Source: an optimization exercise on an open RTL-to-GDS flow (aim: small area). Production flows keep margins and buffers that such runs may drop.
Where RTL was checked, it was by simulation tests only, not by an equivalence proof against the original.
No activity file was given, so power comes from the tool's default toggle rates.

==> v33: inputs <==
## lcd_top
module lcd_top(
  input clk,
  input rst,
  input PS2_CLK,
  input PS2_DATA,
  output [7:4] DB,
  output LCD_E,
  output LCD_RS,
  output LCD_RW,
  output [7:0] LED
  );
make LEC_CHECK=0 ABC_AREA=1 CAP_MARGIN=20 CORE_MARGIN=2 CORE_UTILIZATION=60 CTS_BUF_LIST=sky130_fd_sc_hd__clkbuf_8 CTS_CLUSTER_DIAMETER=80 CTS_CLUSTER_SIZE=16 SLEW_MARGIN=20 finish   # period 20.0 ns
run.sh (not shown) runs the stock make flow with config.mk's settings and CLKGATE_MAP_FILE= SYNTH_SCRIPT=/design/flow/synth_recipe.tcl, a recipe that flattens the netlist after the stock synthesis.
==> v29 (differences from v33) <==
--- a/flow/design.v
+++ b/flow/design.v
@@ -9,44 +9,46 @@
     output reg LCD_RS,
     output LCD_RW,
     output reg busy
     );
   assign LCD_RW = 1'b0;
   reg [216:0] fifo;
-  reg [4:0] idx;         
-  wire empty = &idx;
-  wire full = (idx == 5'd30);
+  reg [4:0] nidx;        
+  wire [4:0] idx = ~nidx;
+  wire empty = (nidx == 5'd0);
+  wire full = (nidx == 5'd1);
   wire wr = en && !full;
   wire rd;
   always @ (posedge clk)
     if (wr)
       fifo <= {fifo[209:0], code};
   always @ (posedge clk, posedge rst)
     if (rst)
-      idx <= 5'd31;
+      nidx <= 5'd0;
     else if (wr && !rd)
-      idx <= idx + 5'd1;
+      nidx <= nidx - 5'd1;
     else if (rd && !wr)
-      idx <= idx - 5'd1;
+      nidx <= nidx + 5'd1;
   reg [6:0] rdat;
   integer ri;
   always @ (*) begin
     rdat = 7'h00;
     for (ri = 0; ri < 31; ri = ri + 1)
       rdat = rdat | (fifo[ri*7 +: 7] & {7{idx == ri}});
   end
-  reg [6:5] bhi;
+  reg [6:5] nbhi;
   reg [4:0] blo;
   always @ (posedge clk, posedge rst)
     if (rst)
-      bhi <= 2'b11;
+      nbhi <= 2'b00;
     else if (rd)
-      bhi <= rdat[6:5];
+      nbhi <= ~rdat[6:5];
   always @ (posedge clk)
     if (rd)
       blo <= rdat[4:0];
+  wire [6:5] bhi = ~nbhi;
   wire [6:0] bc = {bhi, blo};
   wire bsp91 = !bc[6] && bc[5] && !bc[4] && bc[0];           
   wire bspD0 = bc[6] && !bc[5] && (bc[4:0] == 5'd0);         
   wire bcmd = (!bc[6] && !bc[5]) || bsp91 || bspD0;
   wire [3:0] bdhi = (!bc[6] && !bc[5]) ? {1'b1, bc[4], 2'b00} :
                     bsp91 ? 4'b1001 :
@@ -124,16 +126,14 @@
       T_40US: tterm = c1999;
       T_CHP: tterm = c81999;
       default: tterm = 1'b0;
     endcase
   wire pcount = ((P >= P_15MS) && (P <= P_EIGHT)) || (P == P_ONESEC);
   wire tcount = (T[2:0] != 3'b000);
-  always @ (posedge clk, posedge rst)
-    if (rst)
-      cnt <= 0;
-    else if ((pcount && !pterm) || (tcount && !tterm))
+  always @ (posedge clk)
+    if (!rst && ((pcount && !pterm) || (tcount && !tterm)))
       cnt <= cnt + 20'd1;
     else
       cnt <= 0;
   wire tdone = T[3];
   wire tx_init = P[4] || (P == P_NREAD);
   wire clear_home = (P == P_CLEAR) || (P == P_CLRRDY);
@@ -219,41 +219,43 @@
   input clk,
   input rst,
   input busy,
   input PS2_CLK,
   input PS2_DATA,
   output reg en,
-  output reg [6:0] code,
+  output [6:0] entry,
   output reg [7:0] LED
   );
-  reg cv, dv;
-  reg [2:0] cr, dr;
-  reg ps2cf, ps2df;
+  reg ncv, ndv;           
+  reg [2:0] ncr, ndr;     
+  reg nps2cf, nps2df;     
+  wire ps2cf = !nps2cf;
+  wire ps2df = !nps2df;
   always @ (posedge clk, posedge rst)
     if (rst) begin
-      cv <= 1'b1;
-      cr <= 3'd7;
-      ps2cf <= 1'b1;
+      ncv <= 1'b0;
+      ncr <= 3'd0;
+      nps2cf <= 1'b0;
     end
     else begin
-      if (&cr) ps2cf <= cv;
-      if (PS2_CLK != cv) cr <= 3'd0;
-      else if (!(&cr)) cr <= cr + 3'd1;
-      cv <= PS2_CLK;
+      if (ncr == 3'd0) nps2cf <= ncv;
+      if (PS2_CLK == ncv) ncr <= 3'd7;
+      else if (ncr != 3'd0) ncr <= ncr - 3'd1;
+      ncv <= !PS2_CLK;
     end
   always @ (posedge clk, posedge rst)
     if (rst) begin
-      dv <= 1'b1;
-      dr <= 3'd7;
-      ps2df <= 1'b1;
+      ndv <= 1'b0;
+      ndr <= 3'd0;
+      nps2df <= 1'b0;
     end
     else begin
-      if (&dr) ps2df <= dv;
-      if (PS2_DATA != dv) dr <= 3'd0;
-      else if (!(&dr)) dr <= dr + 3'd1;
-      dv <= PS2_DATA;
+      if (ndr == 3'd0) nps2df <= ndv;
+      if (PS2_DATA == ndv) ndr <= 3'd7;
+      else if (ndr != 3'd0) ndr <= ndr - 3'd1;
+      ndv <= !PS2_DATA;
     end
   localparam IDLE      = 5'd0;
   localparam WTCLKLO1  = 5'd4;
   localparam SHIFT1_IN = 5'd5;
   localparam WTCLKHI1  = 5'd6;
   localparam GETKEY1   = 5'd7;
@@ -327,16 +329,14 @@
           else state <= IDLE;
         default: state <= IDLE;
       endcase
   wire hi_st = (state == WTCLKHI1) || (state == WTCLKHI2) || (state == WTCLKHI3);
   wire get_st = (state == GETKEY1) || (state == GETKEY2) || (state == GETKEY3);
   wire shift_st = (state == SHIFT1_IN) || (state == SHIFT2_IN) || (state == SHIFT3_IN);
-  always @ (posedge clk, posedge rst)
-    if (rst)
-      bit_count <= 0;
-    else if (get_st)
+  always @ (posedge clk)
+    if (rst || get_st)
       bit_count <= 0;
     else if (hi_st && ps2cf)
       bit_count <= bit_count + 4'd1;
   always @ (posedge clk)
     if (shift_st && (bit_count != 4'd0) && (bit_count <= 4'd8))
       sh <= {ps2df, sh[7:1]};
@@ -405,16 +405,12 @@
       8'h29: ascii_next = 7'h20;
       default:
         if (letter != 5'd0) ascii_next = {1'b1, ~upper, letter};
         else ascii_next = 7'h41;
     endcase
   end
-  reg [6:0] ascii;
-  always @ (posedge clk)
-    if (state == SENDASCII)
-      ascii <= ascii_next;
   localparam S_IDLE      = 4'd0;
   localparam S_2         = 4'd1;
   localparam S_ASCII     = 4'd2;
   localparam S_WRASCII1  = 4'd3;
   localparam S_WRASCII2  = 4'd4;
   localparam S_WRASCII3  = 4'd5;
@@ -426,12 +422,13 @@
   localparam S_MOVEB     = 4'd11;    
   localparam S_ARROWKEY  = 4'd12;
   localparam S_ARWUPDOWN = 4'd13;
   localparam S_ARWLEFT   = 4'd14;
   localparam S_ARWRIGHT  = 4'd15;
   reg [3:0] dstate;
+  reg [6:0] code;
   reg [5:0] char_count;
   always @ (posedge clk, posedge rst)
     if (rst)
       dstate <= S_IDLE;
     else
       case (dstate)
@@ -476,26 +473,28 @@
   wire [5:0] cc_dec = char_count - 6'd1;
   wire [5:0] cc_inc = char_count + 6'd1;
   wire cc_zero = (char_count == 6'd0);
   wire cc_16 = (char_count == 6'd16);
   always @ (posedge clk)
     case (dstate)
-      S_CNT16: code <= 7'h10;
       S_CNT32: code <= 7'h00;
       S_MOVEA, S_MOVEB, S_ARWLEFT:
         if (cc_zero) code <= 7'h1F;
         else code <= {2'b00, line_bit, cc_dec[3:0]};
       S_WRSPACE: code <= 7'h20;
       S_ARWUPDOWN:
         if (cc_16) code <= 7'h40;
         else code <= {2'b00, ~line_bit, char_count[3:0]};
       S_ARWRIGHT:
         if (cc_16) code <= 7'h21;
         else code <= {2'b00, line_bit ^ (&char_count[3:0]), cc_inc[3:0]};
-      default: code <= ascii;
+      S_WRASCII3, S_CNT16: ;
+      default:
+        if (state == SENDASCII) code <= ascii_next;
     endcase
+  assign entry = (dstate == S_WRASCII1) ? 7'h10 : code;
   always @ (posedge clk)
     if (rst)
       en <= 0;
     else
       case (dstate)
         S_WRASCII3, S_CNT16, S_CNT32, S_MOVEA, S_WRSPACE, S_MOVEB,
@@ -538,13 +537,13 @@
     .clk(clk),
     .rst(rst),
     .busy(busy),
     .PS2_CLK(PS2_CLK),
     .PS2_DATA(PS2_DATA),
     .en(en),
-    .code(code),
+    .entry(code),
     .LED(LED)
     );
   lcd_controller LC1 (
     .clk(clk),
     .rst(rst),
     .en(en),
==> flow/flow/run.sh (new file) <==
#!/bin/bash
# Layout flow: the standard synthesis, then the combinational logic of the
# synthesized netlist is mapped again with a stronger ABC script (registers
# are kept as they are), then the standard layout steps.
set -euo pipefail
W=$PWD
FD=$W/flow
R=$W/orfs/results/$FLOW_PLATFORM/lcd_top/base
LIB=$FLOW_HOME/platforms/$FLOW_PLATFORM/lib/sky130_fd_sc_hd__tt_025C_1v80.lib
YOSYS=$FLOW_HOME/../tools/install/yosys/bin/yosys
[ -x "$YOSYS" ] || YOSYS=yosys

# 1. standard synthesis
bash standard.sh synth > $W/flow_synth.log 2>&1

# 2. remap the combinational logic
cp $R/1_2_yosys.v $W/synth_standard.v
SEQ=$(grep -o "sky130_fd_sc_hd__[a-z0-9_]*" $W/synth_standard.v | sort -u | grep -E "__(df|edf|sdf|dl|conb)" | tr '\n' ' ')
sed "s#@LIB@#$LIB#g; s#@SEQ@#$SEQ#g; s#@IN@#$W/synth_standard.v#g; s#@OUT@#$W/synth_remapped.v#g; s#@ABC@#$FD/remap.abc#g" \
  $FD/remap.ys > $W/remap.ys
ok=0
if $YOSYS -s $W/remap.ys > $W/yosys_remap.log 2>&1; then
  sed "s#@LIB@#$LIB#g; s#@GOLD@#$W/synth_standard.v#g; s#@GATE@#$W/synth_remapped.v#g" $FD/equiv.ys > $W/equiv.ys
  if $YOSYS -s $W/equiv.ys > $W/yosys_equiv.log 2>&1; then ok=1; fi
fi
if [ $ok = 1 ]; then
  cp $W/synth_remapped.v $R/1_2_yosys.v
  rm -f $R/1_synth.odb $R/1_synth.sdc
  echo "remapped netlist in use" > $W/remap_status.txt
else
  echo "remap failed; standard netlist in use" > $W/remap_status.txt
fi

# 3. standard layout steps
bash standard.sh "BUFFER_PORTS_ARGS=-buffer_cell sky130_fd_sc_hd__buf_1" \
  "CTS_ARGS=$(cat $FD/cts_args.txt)" finish > $W/flow_layout.log 2>&1
==> flow/flow/cts_args.txt (new file) <==
-sink_clustering_enable -repair_clock_nets -dont_use_dummy_load -sink_clustering_size 16 -sink_clustering_max_diameter 80 -buf_list sky130_fd_sc_hd__clkbuf_8
==> flow/flow/equiv.ys (new file) <==
read_liberty -ignore_miss_func @LIB@
read_verilog -sv @GOLD@
rename lcd_top gold
read_verilog -sv @GATE@
rename lcd_top gate
flatten gold gate
opt_clean
async2sync
equiv_make gold gate eq
hierarchy -top eq
equiv_simple -seq 2
equiv_induct
equiv_status -assert
==> flow/flow/remap.abc (new file) <==
strash; &get -n; &deepsyn -T 20; &dch -f; &nf -a -R 1000; &put; topo
==> flow/flow/remap.ys (new file) <==
read_liberty -ignore_miss_func @LIB@
blackbox @SEQ@
read_verilog -sv @IN@
hierarchy -top lcd_top
flatten
opt_clean
abc -liberty @LIB@ -dont_use *lpflow* -dont_use *probe* -script @ABC@
opt_clean -purge
stat -liberty @LIB@
write_verilog -noattr -noexpr -nohex -nodec @OUT@
==> flow/standard.sh (new file) <==
#!/bin/bash
# synth_recipe.tcl (not shown) runs the flow's synth.tcl, then flattens the netlist and writes it again
# the make line also repeats each setting of config.mk as NAME=value (left out here)
make -C /OpenROAD-flow-scripts/flow DESIGN_CONFIG=/design/flow/config.mk WORK_HOME=/design/flow/orfs CLKGATE_MAP_FILE= SYNTH_SCRIPT=/design/flow/synth_recipe.tcl "${@:-finish}"
==> flow/config.mk (replaced) <==
export PLATFORM = sky130hd
export DESIGN_NAME = lcd_top
export DESIGN_NICKNAME = lcd_top
export VERILOG_FILES = /design/flow/design.v
export SDC_FILE = /design/flow/constraint.sdc
export NUM_CORES = 4
export LEC_CHECK = 0
export ABC_AREA = 1
export CAP_MARGIN = 0
export CORE_MARGIN = 2
export CORE_UTILIZATION = 60
export SLEW_MARGIN = 0
removed: flow/run.sh
==> v20 (differences from v33) <==
--- a/flow/design.v
+++ b/flow/design.v
@@ -24,29 +24,22 @@
     if (rst)
       idx <= 5'd31;
     else if (wr && !rd)
       idx <= idx + 5'd1;
     else if (rd && !wr)
       idx <= idx - 5'd1;
-  reg [6:0] rdat;
-  integer ri;
-  always @ (*) begin
-    rdat = 7'h00;
-    for (ri = 0; ri < 31; ri = ri + 1)
-      rdat = rdat | (fifo[ri*7 +: 7] & {7{idx == ri}});
-  end
   reg [6:5] bhi;
   reg [4:0] blo;
   always @ (posedge clk, posedge rst)
     if (rst)
       bhi <= 2'b11;
     else if (rd)
-      bhi <= rdat[6:5];
+      bhi <= fifo[idx*7+5 +: 2];
   always @ (posedge clk)
     if (rd)
-      blo <= rdat[4:0];
+      blo <= fifo[idx*7 +: 5];
   wire [6:0] bc = {bhi, blo};
   wire bsp91 = !bc[6] && bc[5] && !bc[4] && bc[0];           
   wire bspD0 = bc[6] && !bc[5] && (bc[4:0] == 5'd0);         
   wire bcmd = (!bc[6] && !bc[5]) || bsp91 || bspD0;
   wire [3:0] bdhi = (!bc[6] && !bc[5]) ? {1'b1, bc[4], 2'b00} :
                     bsp91 ? 4'b1001 :
==> flow/config.mk (replaced) <==
export PLATFORM = sky130hd
export DESIGN_NAME = lcd_top
export DESIGN_NICKNAME = lcd_top
export VERILOG_FILES = /design/flow/design.v
export SDC_FILE = /design/flow/constraint.sdc
export NUM_CORES = 4
export LEC_CHECK = 0
export CAP_MARGIN = 20
export CORE_MARGIN = 2
export CORE_UTILIZATION = 40
export SLEW_MARGIN = 20
==> results.txt <==
multi-input logic area=0.00552 sq mm; Final clock-cell share=2.55%; outcome=no timing/DRC/antenna violations; bufs w/o clock=24; Post-Synth Simple-Gate Area=22.3%; synth cell count leaders=436 x nand2_1, 237 x edfxtp_1, 182 x inv_1; actual slew at the worst max-slew pin=1.02 ns
-- figures above: v33

==> results.txt <==
Post-Synth Simple-Gate Area=12.4%; Post-CTS Hold Buffers=0; actual slew at the worst max-slew pin=0.985 ns; yosys warns=2; bufs w/o clock=28; multi-input logic area=0.00649 sq mm; final WL=35200 um; outcome=no timing/DRC/antenna violations
-- figures above: v20

==> results.txt <==
cell area after layout=0.0142 sq mm; CTS H-Tree Depth=1; bufs w/o clock=26; Final clock-cell share=2.23%; FP Rows=54; outcome=no timing/DRC/antenna violations; Sequential Power Share=66.1%; DRC=0; kind of critical path=reg2out; actual slew at the worst max-slew pin=1.25 ns; multi-input logic area=0.00432 sq mm
-- figures above: v29

Only the layout flow was run in v29; the RTL was not checked for function there.

## afterwards: timing with drivers on the ports
In the flow no input, the clock included, has a driving cell. The finished layouts below were timed again as built, in two steps. Step 1 (the two cells are an assumption about what drives the block):
set clk [get_ports {clk}]
set_driving_cell -lib_cell sky130_fd_sc_hd__clkbuf_16 $clk
set_driving_cell -lib_cell sky130_fd_sc_hd__buf_2 [delete_from_list [all_inputs] $clk]
Step 2 adds t to the input delays and takes it off the output delays; t is the mean of the earliest and latest rising clock arrival at the registers after step 1. Input paths then give back, and output paths get back, about the clock's delay inside the block. Slacks: ideal / step 1 / step 2; pairs: ideal / step 1.
| run | t, ns | slack for setup (ns) | hold slack, ns | clock arrival spread, ns |
|---|---|---|---|---|
| v33 | 0.621 | 12.294 / 12.250 / 12.871 | 0.412 / 0.412 / 0.412 | 0.043 / 0.043 |
| v29 | 0.598 | 13.378 / 13.335 / 13.933 | 0.446 / 0.446 / 0.446 | 0.024 / 0.024 |
| v20 | 0.601 | 12.040 / 11.984 / 12.586 | 0.403 / 0.403 / 0.403 | 0.019 / 0.019 |
After both steps every run listed still meets setup and hold.
